This is an optimization exercise on Yosys and OpenROAD, whose aim is small area, not a production implementation.
Function was checked by simulation only, so behaviour that the tests miss may differ from the original.
Power is estimated from default activity; no workload was simulated.

== job 3315 ==
Design snitch, start of the top module:
module snitch #(
  parameter logic [31:0] BootAddr  = 32'h0000_1000,
  parameter logic [31:0] MTVEC     = BootAddr,  
  parameter bit          RVE       = 0,    
  parameter bit          RVFD      = 0     
) (
  input  logic          clk_i,
  input  logic          rst_i,
  input  logic [31:0]   hart_id_i,
  output logic [31:0]   inst_addr_o,
  input  logic [31:0]   inst_data_i,
  output logic          inst_valid_o,
  input  logic          inst_ready_i,
  output logic [31:0]   acc_qaddr_o,
  output logic [4:0]    acc_qid_o,
  output logic [31:0]   acc_qdata_op_o,
  output logic [63:0]   acc_qdata_arga_o,
  output logic [63:0]   acc_qdata_argb_o,
  output logic [63:0]   acc_qdata_argc_o,
  output logic          acc_qvalid_o,
  input  logic          acc_qready_i,
  input  logic [63:0]   acc_pdata_i,
  input  logic [4:0]    acc_pid_i,
  input  logic          acc_perror_i,
  input  logic          acc_pvalid_i,
  output logic          acc_pready_o,
  output logic [31:0]   data_qaddr_o,
  output logic          data_qwrite_o,
  output logic [3:0]    data_qamo_o,
  output logic [63:0]   data_qdata_o,
  output logic [7:0]    data_qstrb_o,
  output logic          data_qvalid_o,
  input  logic          data_qready_i,
  input  logic [63:0]   data_pdata_i,
  input  logic          data_perror_i,
  input  logic          data_pvalid_i,
  output logic          data_pready_o,
  input  logic          wake_up_sync_i,  
  output logic [2:0]    fpu_rnd_mode_o,
  input  logic [4:0]    fpu_status_i,
  output logic [3:0]    core_events_o
);
Size in the first run: ~5900 cells after synthesis, about 1100 flip-flops, ~630 I/O pins, roughly 57000 um2 of cells after synthesis.
make LEC_CHECK=0 CAP_MARGIN=20 CORE_MARGIN=2 CORE_UTILIZATION=40 GPL_TIMING_DRIVEN=0 SETUP_SLACK_MARGIN=0.3 SLEW_MARGIN=20 SYNTH_HIERARCHICAL=1 finish   # period 16.0 ns
run.sh (not shown) runs the stock make flow with config.mk's settings and CLKGATE_MAP_FILE= SYNTH_SCRIPT=/design/flow/synth_recipe.tcl, a recipe that flattens the netlist after the stock synthesis.
Job 3315 completed; timing, DRC and antenna clean
> inputs changed (job 3315 -> job 6569)
# job 3315
export LEC_CHECK = 0
export CAP_MARGIN = 20
export CORE_MARGIN = 2
export CORE_UTILIZATION = 40
export GPL_TIMING_DRIVEN = 0
export SETUP_SLACK_MARGIN = 0.3
export SLEW_MARGIN = 20
export SYNTH_HIERARCHICAL = 1
create_clock -name core_clock -period 16.0 [get_ports {clk_i}]
# job 6569
export LEC_CHECK = 0
export CAP_MARGIN = 5
export CORE_MARGIN = 2
export CORE_UTILIZATION = 40
export GPL_TIMING_DRIVEN = 0
export SETUP_SLACK_MARGIN = 0.5
export SLEW_MARGIN = 5
export SYNTH_HIERARCHICAL = 1
create_clock -name core_clock -period 16.0 [get_ports {clk_i}]
==> flow/flow/run.sh (new file) <==
#!/bin/bash
# Layout: the standard ORFS flow (standard.sh). Synthesis runs unchanged; the
# later steps change a few ORFS settings:
#  - port buffers use the smallest buffer cell;
#  - the buffers ABC inserted are removed before placement (repair_design
#    re-buffers what needs it);
#  - the largest buffers and inverters are kept out of repair (added to the
#    platform's don't-use list), so high-fanout nets get moderate buffers;
# make's output goes to synth.log and standard.log; each tool's log is in orfs/logs.
set -euo pipefail
bash standard.sh synth > synth.log 2>&1
bash standard.sh \
  "DONT_USE_CELLS=sky130_fd_sc_hd__probe_p_8 sky130_fd_sc_hd__probec_p_8 sky130_fd_sc_hd__lpflow_bleeder_1 sky130_fd_sc_hd__lpflow_clkbufkapwr_1 sky130_fd_sc_hd__lpflow_clkbufkapwr_16 sky130_fd_sc_hd__lpflow_clkbufkapwr_2 sky130_fd_sc_hd__lpflow_clkbufkapwr_4 sky130_fd_sc_hd__lpflow_clkbufkapwr_8 sky130_fd_sc_hd__lpflow_clkinvkapwr_1 sky130_fd_sc_hd__lpflow_clkinvkapwr_16 sky130_fd_sc_hd__lpflow_clkinvkapwr_2 sky130_fd_sc_hd__lpflow_clkinvkapwr_4 sky130_fd_sc_hd__lpflow_clkinvkapwr_8 sky130_fd_sc_hd__lpflow_decapkapwr_12 sky130_fd_sc_hd__lpflow_decapkapwr_3 sky130_fd_sc_hd__lpflow_decapkapwr_4 sky130_fd_sc_hd__lpflow_decapkapwr_6 sky130_fd_sc_hd__lpflow_decapkapwr_8 sky130_fd_sc_hd__lpflow_inputiso0n_1 sky130_fd_sc_hd__lpflow_inputiso0p_1 sky130_fd_sc_hd__lpflow_inputiso1n_1 sky130_fd_sc_hd__lpflow_inputiso1p_1 sky130_fd_sc_hd__lpflow_inputisolatch_1 sky130_fd_sc_hd__lpflow_isobufsrc_1 sky130_fd_sc_hd__lpflow_isobufsrc_16 sky130_fd_sc_hd__lpflow_isobufsrc_2 sky130_fd_sc_hd__lpflow_isobufsrc_4 sky130_fd_sc_hd__lpflow_isobufsrc_8 sky130_fd_sc_hd__lpflow_isobufsrckapwr_16 sky130_fd_sc_hd__lpflow_lsbuf_lh_hl_isowell_tap_1 sky130_fd_sc_hd__lpflow_lsbuf_lh_hl_isowell_tap_2 sky130_fd_sc_hd__lpflow_lsbuf_lh_hl_isowell_tap_4 sky130_fd_sc_hd__lpflow_lsbuf_lh_isowell_4 sky130_fd_sc_hd__lpflow_lsbuf_lh_isowell_tap_1 sky130_fd_sc_hd__lpflow_lsbuf_lh_isowell_tap_2 sky130_fd_sc_hd__lpflow_lsbuf_lh_isowell_tap_4 sky130_fd_sc_hd__buf_12 sky130_fd_sc_hd__buf_16 sky130_fd_sc_hd__bufinv_16 sky130_fd_sc_hd__inv_12 sky130_fd_sc_hd__inv_16" \
  "BUFFER_PORTS_ARGS=-buffer_cell sky130_fd_sc_hd__buf_1" \
  "REMOVE_ABC_BUFFERS=1" \
  finish > standard.log 2>&1
==> flow/standard.sh (new file) <==
#!/bin/bash
# synth_recipe.tcl (not shown) runs the flow's synth.tcl, then flattens the netlist and writes it again
# the make line also repeats each setting of config.mk as NAME=value (left out here)
make -C /OpenROAD-flow-scripts/flow DESIGN_CONFIG=/design/flow/config.mk WORK_HOME=/design/flow/orfs CLKGATE_MAP_FILE= SYNTH_SCRIPT=/design/flow/synth_recipe.tcl "${@:-finish}"
removed: flow/run.sh
## What came out
The flow completed for job 6569, but it is not clean: the layout still shows max-capacitance violations, max-slew violations.
Cmp job 3315 and job 6569 / area of all placed cells without fillers / higher: job 3315
Job 6569 ended up with inst_data_i[24] as its beginning of the critical path; job 3315 ended up with inst_data_i[19].
Lower relative contribution of the clock network to total power was reported by job 3315, not job 6569.
The fraction of power consumed by sequential logic in job 6569 sits 3.5 points above the value recorded for job 3315.
Of job 3315 and job 6569, the run reporting the higher number of vias per cell after detailed routing was job 6569.
Critical path's slowest cell: sky130_fd_sc_hd__nor2_4 -> job 6569, sky130_fd_sc_hd__or3_4 -> job 3315
The non-clock buffer count in the final layout of job 6569 is lower than that of job 3315.
Changes observed in job 6569 relative to job 3315: final cell count dropped about 5.4%; routed length on met2 lower.
Reported for job 3315 and job 6569, die area turned out identical to the last digit.
Input-level comparison between job 3344 and job 6569:
# job 6569
export LEC_CHECK = 0
export CAP_MARGIN = 5
export CORE_MARGIN = 2
export CORE_UTILIZATION = 40
export GPL_TIMING_DRIVEN = 0
export SETUP_SLACK_MARGIN = 0.5
export SLEW_MARGIN = 5
export SYNTH_HIERARCHICAL = 1
create_clock -name core_clock -period 16.0 [get_ports {clk_i}]
# job 3344
export LEC_CHECK = 0
export CAP_MARGIN = 5
export CORE_MARGIN = 2
export CORE_UTILIZATION = 40
export GPL_TIMING_DRIVEN = 0
export SETUP_SLACK_MARGIN = 0.3
export SLEW_MARGIN = 5
export SYNTH_HIERARCHICAL = 1
create_clock -name core_clock -period 16.0 [get_ports {clk_i}]
diff --git a/flow/flow/run.sh b/flow/flow/run.sh
--- a/flow/flow/run.sh
+++ b/flow/flow/run.sh
@@ -8,2 +8,3 @@
 #    platform's don't-use list), so high-fanout nets get moderate buffers;
+#  - clock tree synthesis with small clock buffers and no dummy loads.
 # make's output goes to synth.log and standard.log; each tool's log is in orfs/logs.
@@ -15,2 +16,3 @@
   "REMOVE_ABC_BUFFERS=1" \
+  "CTS_ARGS=-sink_clustering_enable -repair_clock_nets -dont_use_dummy_load -buf_list {sky130_fd_sc_hd__clkbuf_4 sky130_fd_sc_hd__clkbuf_8}" \
   finish > standard.log 2>&1
==> comparison <==
Comparing job 6569 and job 3344, the higher wire length of the first global-routing pass is on job 3344.
Job 3344 against job 6569; total design power is down by a little under 10%.
Higher count of filler cells inserted in the layout goes to job 3344 over job 6569.
Job 3344 vs. job 6569: fraction of final layout cells with drive strength greater than 1 went down by 0.25 points.
Relative to job 6569, met3 usage in global routing has gone up in job 3344.
In job 3344 the implementation completed, yet the final layout does not meet the checks, the culprit being max-capacitance violations.
The non-clock buffer count on job 6569 is in line with that on job 3344.
Job 3344: met1 layer wirelength in the final routing higher than job 6569
The total setup buffers inserted after CTS in job 3344 sits 8 below the value recorded for job 6569.
Summary of the comparison: transition at the pin with the smallest max-transition slack is lower in job 3344, relative to job 6569.
Comparing the two runs side by side, job 3344 comes out ahead of job 6569 on power consumed by the clock network.
Row count across job 6569 and job 3344: no real change.

## re-timing with driven ports
In the flow no input, the clock included, has a driving cell. The finished layouts below were timed again as built, in two steps.
Step 1 sets driving cells, clkbuf_16 on the clock port and buf_2 on the other inputs (assumed; they add their load-dependent delay and slew).
Step 2, shift: input delay + t, output delay - t, t = (earliest + latest rising clock arrival at the registers) / 2. This alone moves slack from input paths to output paths.
Three values: ideal ports, drivers, drivers and shift; two values: the first two.
run	t (ns)	slack for setup (ns)	hold slack, ns
job 3315	0.827	0.275 / 0.321 / -0.505	0.497 / 0.497 / 0.497
job 6569	0.843	0.595 / 0.516 / -0.326	0.494 / 0.494 / 0.494
job 3344	0.952	0.328 / 0.303 / -0.649	0.494 / 0.494 / 0.494
The setup slack of job 3344, which loses most, moves by -0.025 ns with the drivers and by -0.977 ns with both steps.
